What follows belongs to an exercise in optimizing a design on an open flow for small area, a short achievable clock period and few clock cycles; a production flow would make more cautious choices. In this exercise RTL edits were held to simulation tests only and were not proved equivalent to the original.

== run 1 ==
==> flow/design.v <==
`timescale 1ns / 1ps
module Viterbi(
		input wire clock,
		input wire reset,
		input wire enable,
		input wire [1:0] Vinput,
		output reg outputValid,
		output reg Voutput
    );
	parameter N = 96;
	localparam NC = N - 7;        
	localparam [63:0] LAB = {2'd3,2'd2,2'd0,2'd1,2'd0,2'd1,2'd3,2'd2,
	                         2'd3,2'd2,2'd0,2'd1,2'd0,2'd1,2'd3,2'd2,
	                         2'd1,2'd0,2'd2,2'd3,2'd2,2'd3,2'd1,2'd0,
	                         2'd1,2'd0,2'd2,2'd3,2'd2,2'd3,2'd1,2'd0};  
	reg rst_q, en_q;
	reg [1:0] vin_q;
	always @(posedge clock)
	begin
		rst_q <= reset;
		en_q <= enable;
		vin_q <= Vinput;
	end
	reg [7:0] cnt;                
	reg [5*64-1:0] sm;            
	reg [5:0] min;
	localparam CW = 49;
	reg [CW*NC-1:0] surv;
	wire step = en_q & (cnt < N);
	wire pv = vin_q[1] ^ vin_q[0];
	wire full = (cnt >= 6);       
	integer i, j, k;
	reg [1:0] bmL [0:3];
	reg [4:0] D, Do;
	reg [1:0] x, y;
	reg s0, s1;
	reg [63:0] sel;
	reg [4:0] best [0:63];
	reg [4:0] base0, base1;
	always @*
	begin
		for(i = 0; i < 4; i = i + 1)
			bmL[i] = (i[1] ^ vin_q[1]) + (i[0] ^ vin_q[0]);
		for(j = 0; j < 32; j = j + 1)
		begin
			x = bmL[LAB[2*j +: 2]];
			y = 2'd2 - x;
			D = sm[(j+32)*5 +: 5] - sm[j*5 +: 5];
			Do = D ^ 5'b10000;
			case(x)
				2'd0: begin s0 = (Do <= 5'd14); s1 = (Do <= 5'd18); end
				2'd1: begin s0 = (Do <= 5'd16); s1 = s0; end
				default: begin s0 = (Do <= 5'd18); s1 = (Do <= 5'd14); end
			endcase
			s0 = s0 & full;
			s1 = s1 & full;
			sel[2*j] = s0;
			sel[2*j+1] = s1;
			base0 = s0 ? sm[(j+32)*5 +: 5] : sm[j*5 +: 5];
			base1 = s1 ? sm[(j+32)*5 +: 5] : sm[j*5 +: 5];
			best[2*j] = base0 + (s0 ? y : x);
			best[2*j+1] = base1 + (s1 ? x : y);
		end
	end
	reg [CW-1:0] newcol;
	reg dmq;
	always @*
	begin
		for(i = 0; i < 16; i = i + 1)
		begin
			dmq = i[0] ^ pv;        
			newcol[3*i+0] = dmq ? sel[2*(i+16)] : sel[2*i];
			newcol[3*i+1] = dmq ? sel[2*(i+16)+1] : sel[2*i+1];
			newcol[3*i+2] = dmq ? sel[2*i] : sel[2*(i+16)];
		end
		newcol[48] = pv;
	end
	reg [4:0] M;
	reg [63:0] lt;
	reg [5:0] minNext;
	reg [2:0] ca;           
	reg [2:0] cm [0:1];     
	reg c, cur;
	reg [4:0] ua, ub;
	integer n, l, g;
	always @*
	begin
		M = sm[min*5 +: 5];
		for(g = 0; g < 64; g = g + 3)
		begin
			for(l = 0; l < 3; l = l + 1)
			begin
				ca[l] = 1'b0;
				if(g + l < 64)
				begin
					ua = best[g+l];
					c = 1'b0;
					for(n = 0; n < 4; n = n + 1)
						c = (~ua[n] & M[n]) | ((~ua[n] | M[n]) & c);
					ca[l] = ua[4] ^ M[4] ^ c;
				end
			end
			for(k = 0; k < 2; k = k + 1)
			begin
				cm[k] = 3'd0;
				for(l = k + 1; l < 3; l = l + 1)
				if(g + l < 64)
				begin
					ua = best[g+l];
					ub = sm[(g+k)*5 +: 5];
					c = 1'b0;
					for(n = 0; n < 4; n = n + 1)
						c = (~ua[n] & ub[n]) | ((~ua[n] | ub[n]) & c);
					cm[k][l] = ua[4] ^ ub[4] ^ c;
				end
			end
			for(l = 0; l < 3; l = l + 1)
			if(g + l < 64)
			begin
				cur = ca[l];
				for(k = 0; k < l; k = k + 1)
					if(lt[g+k])
						cur = cm[k][l];
				lt[g+l] = cur;
			end
			for(l = 0; l < 3; l = l + 1)
				if(g + l < 64 && lt[g+l])
					M = sm[(g+l)*5 +: 5];
		end
	end
	reg [63:0] any1;
	reg [5:0] idx1 [0:63];
	always @*
	begin
		for(i = 0; i < 64; i = i + 1)
		begin
			any1[i] = lt[i];
			idx1[i] = 6'd0;
		end
		for(k = 1; k < 64; k = k * 2)
			for(i = 0; i < 64; i = i + 2*k)
			begin
				idx1[i] = any1[i+k] ? (idx1[i+k] | k) : idx1[i];
				any1[i] = any1[i] | any1[i+k];
			end
		minNext = any1[0] ? idx1[0] : min;
	end
	localparam KS = 51;
	reg [5:0] S, Smid;
	reg [N-1:0] tb;
	reg [CW-1:0] col;
	reg [2:0] h4 [0:7];
	reg [2:0] h3 [0:3];
	reg [2:0] h2 [0:1];
	reg [2:0] w;
	reg x0, x1, p, p95, p95r;
	reg [5:0] Sup;
	always @*
	begin
		S = minNext;
		col = newcol;
		for(i = 0; i < 8; i = i + 1) h4[i] = S[1] ? col[3*(2*i+1) +: 3] : col[3*(2*i) +: 3];
		for(i = 0; i < 4; i = i + 1) h3[i] = S[2] ? h4[2*i+1] : h4[2*i];
		for(i = 0; i < 2; i = i + 1) h2[i] = S[3] ? h3[2*i+1] : h3[2*i];
		w = S[4] ? h2[1] : h2[0];
		x0 = (S[1] ^ col[48]) ? w[2] : (S[0] ? w[1] : w[0]);
		x1 = (S[1] ^ col[48]) ? (S[0] ? w[1] : w[0]) : w[2];
		p95 = S[5] ? x1 : x0;
		for(i = 0; i < 6; i = i + 1)
			tb[N-1-i] = min[i];
		tb[N-7] = p95r;
		S = {p95r, min[5:1]};
		Sup = 6'd0;
		for(k = N - 2; k >= 6; k = k - 1)
		begin
			if(k == KS - 1)
			begin
				Sup = S;
				S = Smid;
			end
			col = surv[(k-6)*CW +: CW];
			for(i = 0; i < 8; i = i + 1) h4[i] = S[1] ? col[3*(2*i+1) +: 3] : col[3*(2*i) +: 3];
			for(i = 0; i < 4; i = i + 1) h3[i] = S[2] ? h4[2*i+1] : h4[2*i];
			for(i = 0; i < 2; i = i + 1) h2[i] = S[3] ? h3[2*i+1] : h3[2*i];
			w = S[4] ? h2[1] : h2[0];
			x0 = (S[1] ^ col[48]) ? w[2] : (S[0] ? w[1] : w[0]);
			x1 = (S[1] ^ col[48]) ? (S[0] ? w[1] : w[0]) : w[2];
			p = S[5] ? x1 : x0;
			tb[k-6] = p;
			S = {p, S[5:1]};
		end
	end
	always @(posedge clock)
	begin
		Smid <= Sup;
		if(step && cnt == N - 1)
			p95r <= p95;
	end
	always @(posedge clock)
	begin
		if(step)
		begin
			for(i = 0; i < 64; i = i + 1)
				sm[i*5 +: 5] <= best[i];
			if(full)
			begin
				if(cnt != N - 1)
					surv <= {newcol, surv[CW*NC-1:CW]};
				min <= minNext;
			end
		end
		if(rst_q)
		begin
			cnt <= 8'd0;
			min <= 6'd0;
			sm[4:0] <= 5'd0;      
		end
		else if(step || (cnt >= N && cnt < 2 * N + 2))
			cnt <= cnt + 8'd1;
	end
	wire [7:0] oidx = cnt - 8'd97;
	always @(posedge clock)
	begin
		if(reset || rst_q)
			outputValid <= 1'b0;
		else
			outputValid <= (cnt >= N + 1) && (cnt < 2 * N + 1);
		Voutput <= tb[oidx[6:0]];
	end
endmodule
Settings: LEC_CHECK=0, CAP_MARGIN=20, CORE_MARGIN=2, CORE_UTILIZATION=68, CTS_BUF_LIST=sky130_fd_sc_hd__clkbuf_8, CTS_CLUSTER_DIAMETER=70, CTS_CLUSTER_SIZE=16, PLACE_DENSITY=0.78, SLEW_MARGIN=20; clock period 500.0 ns.
standard.sh (not shown) runs the stock make flow with config.mk's settings and CLKGATE_MAP_FILE= SYNTH_SCRIPT=/design/flow/synth_recipe.tcl, a recipe that flattens the netlist after the stock synthesis.
==> flow/flow/run.sh <==
#!/bin/bash
# Own layout flow: the standard ORFS flow (standard.sh) with these changes:
#  * the ABC script that maps the combinational logic in synthesis is an
#    area-oriented one (flow/abc_area_map.script: structural choices + amap);
#    registers, their names and cell types come out of synthesis unchanged;
#  * clock tree synthesis clusters up to 16 sinks within 70 um per leaf
#    buffer, uses a clkbuf_16 at the root and inserts no dummy load cells;
#  * the port buffers are buf_2 cells (by default a delay buffer is picked).
# Each make/tool step writes its own log under orfs/logs; make's output goes
# to flow_make.log.
set -euo pipefail
work=$(pwd)
rm -rf "$work/orfs_scripts"
cp -r "$FLOW_HOME/scripts" "$work/orfs_scripts"
cp "$work/flow/abc_area_map.script" "$work/orfs_scripts/abc_speed.script"
export CTS_ARGS="-sink_clustering_enable -repair_clock_nets -sink_clustering_size 16 -sink_clustering_max_diameter 70 -buf_list sky130_fd_sc_hd__clkbuf_8 -root_buf sky130_fd_sc_hd__clkbuf_16 -dont_use_dummy_load"
export BUFFER_PORTS_ARGS="-buffer_cell sky130_fd_sc_hd__buf_2"
bash "$work/standard.sh" SCRIPTS_DIR="$work/orfs_scripts" finish > "$work/flow_make.log" 2>&1
==> flow/flow/abc_area_map.script <==
strash
dch -f
amap
strash
dch -f
amap
strash
dch -f
amap
topo
stime -c
buffer -c
dnsize -c
Run 1 finished every step from synthesis to the final layout, and the layout passed the timing, DRC and antenna checks.
Testbench counts of run 1, summed over its fixed seeds: cycles 24,832.
Input changes introduced in run 2 (baseline for comparison: run 1):
- CTS_CLUSTER_SIZE now 18, was 16
- CORE_UTILIZATION now 60, was 68
- PLACE_DENSITY now 0.7, was 0.78
- CTS_CLUSTER_DIAMETER now 45, was 70
-- flow/flow/run.sh --
<<< run 1, line 2
# Own layout flow: the standard ORFS flow (standard.sh) with these changes:
>>> run 2, line 2
# Own layout flow: the standard ORFS flow (standard.sh) with three changes:
<<< run 1, line 6
#  * clock tree synthesis clusters up to 16 sinks within 70 um per leaf
#    buffer, uses a clkbuf_16 at the root and inserts no dummy load cells;
>>> run 2, line 6
#  * clock tree synthesis inserts no dummy load cells;
<<< run 1, line 16
export CTS_ARGS="-sink_clustering_enable -repair_clock_nets -sink_clustering_size 16 -sink_clustering_max_diameter 70 -buf_list sky130_fd_sc_hd__clkbuf_8 -root_buf sky130_fd_sc_hd__clkbuf_16 -dont_use_dummy_load"
>>> run 2, line 15
export CTS_ARGS="-sink_clustering_enable -repair_clock_nets -sink_clustering_size 18 -sink_clustering_max_diameter 45 -buf_list sky130_fd_sc_hd__clkbuf_8 -dont_use_dummy_load"
### Flow results
Met2 track utilization from global routing (lower): run 2. On maximum achievable frequency, run 2 and run 1 are neck and neck. Compared run 2 against run 1; fraction of the cycle the final worst path needs within noise. Between run 2 and run 1, the difference in footprint of the multi-input gates is negligible. Run 2 vs run 1: final cell count without fillers up by a few percent. The higher total die area of run 2 and run 1 is in run 2.
For run 3, these inputs were changed with respect to run 2:
- CTS_CLUSTER_SIZE changed from 18 to 16
- PLACE_DENSITY changed from 0.7 to 0.85
- CTS_CLUSTER_DIAMETER changed from 45 to 70
- CORE_UTILIZATION changed from 60 to 75
-- flow/flow/run.sh --
<<< run 2, line 2
# Own layout flow: the standard ORFS flow (standard.sh) with three changes:
>>> run 3, line 2
# Own layout flow: the standard ORFS flow (standard.sh) with these changes:
<<< run 2, line 6
#  * clock tree synthesis inserts no dummy load cells;
>>> run 3, line 6
#  * clock tree synthesis clusters up to 16 sinks within 70 um per leaf
#    buffer, uses a clkbuf_16 at the root and inserts no dummy load cells;
<<< run 2, line 15
export CTS_ARGS="-sink_clustering_enable -repair_clock_nets -sink_clustering_size 18 -sink_clustering_max_diameter 45 -buf_list sky130_fd_sc_hd__clkbuf_8 -dont_use_dummy_load"
>>> run 3, line 16
export CTS_ARGS="-sink_clustering_enable -repair_clock_nets -sink_clustering_size 16 -sink_clustering_max_diameter 70 -buf_list sky130_fd_sc_hd__clkbuf_8 -root_buf sky130_fd_sc_hd__clkbuf_16 -dont_use_dummy_load"
## What came out
Status: run 3 FAILED at 5_1_grt (tool error). Run 3 against run 2; detailed-placement wirelength estimate is up by a little under 10%. Summary — starting utilization of the core area, run 3 relative to run 2: higher, by 15 points. Delta (run 3 minus run 2): row count went down; routability congestion estimate from global placement went up.
For run 4, these inputs were changed with respect to run 3:
- changing CORE_UTILIZATION from 75 to 60
- changing PLACE_DENSITY from 0.85 to 0.7
- changing CTS_CLUSTER_DIAMETER from 70 to 85
-- flow/flow/run.sh --
<<< run 3, line 6
#  * clock tree synthesis clusters up to 16 sinks within 70 um per leaf
>>> run 4, line 6
#  * clock tree synthesis clusters up to 16 sinks within 85 um per leaf
<<< run 3, line 16
export CTS_ARGS="-sink_clustering_enable -repair_clock_nets -sink_clustering_size 16 -sink_clustering_max_diameter 70 -buf_list sky130_fd_sc_hd__clkbuf_8 -root_buf sky130_fd_sc_hd__clkbuf_16 -dont_use_dummy_load"
>>> run 4, line 16
export CTS_ARGS="-sink_clustering_enable -repair_clock_nets -sink_clustering_size 16 -sink_clustering_max_diameter 85 -buf_list sky130_fd_sc_hd__clkbuf_8 -root_buf sky130_fd_sc_hd__clkbuf_16 -dont_use_dummy_load"
Findings:
Run 4 finished every stage and its layout cleared the timing, DRC and antenna checks.
Re width of the die: run 3 was lower than run 4.
As far as sequential element share of the synthesized area goes, run 4 and run 3 are indistinguishable; the numbers are identical.
Number of input and output port buffers inserted of run 4 is on par with run 3.
In the metrics for run 3 and run 4, the one carrying the higher die height is run 4.
NOTE: total clock buffers created by CTS in run 4 falls short of that of run 3
Diff run 3..run 4 | post-synthesis adder-cell area fraction | unchanged
Relative to run 3, initial core utilization decreased by 15 points in run 4.
Final weighted congestion in routability-driven placement (run 4 vs. run 3) decreases by a few percent
Between run 4 and run 3, it is run 4 whose total placed cells including tap cells is higher, by 972.

==> afterwards: timing with drivers on the ports <==
No port has a modelled driver above. Below, the same layouts with a new extraction and two added sets of constraints.
Step 1 (the two cells are an assumption about what drives the block):
set clk [get_ports {clock}]
set_driving_cell -lib_cell sky130_fd_sc_hd__clkbuf_16 $clk
set_driving_cell -lib_cell sky130_fd_sc_hd__buf_2 [delete_from_list [all_inputs] $clk]
Step 2 times the ports against the registers' clock, not the clock port: input delays grow and output delays shrink by t, the midpoint of the rising clock arrivals with the driver on.
a / b / c = ideal / step 1 / step 2; a / b = the first two.
run	shift t [ns]	setup WS [ns]	hold WS [ns]	slew at the worst register clock pin (ns)
run 1	1.077	398.499 / 398.383 / 399.460	0.388 / 0.388 / 0.388	0.11 / 0.11
run 2	1.234	398.402 / 398.296 / 399.529	0.392 / 0.392 / 0.392	0.11 / 0.11
run 4	1.093	398.554 / 398.445 / 399.538	0.417 / 0.417 / 0.417	0.12 / 0.12
After both steps setup and hold are still met in every run listed.
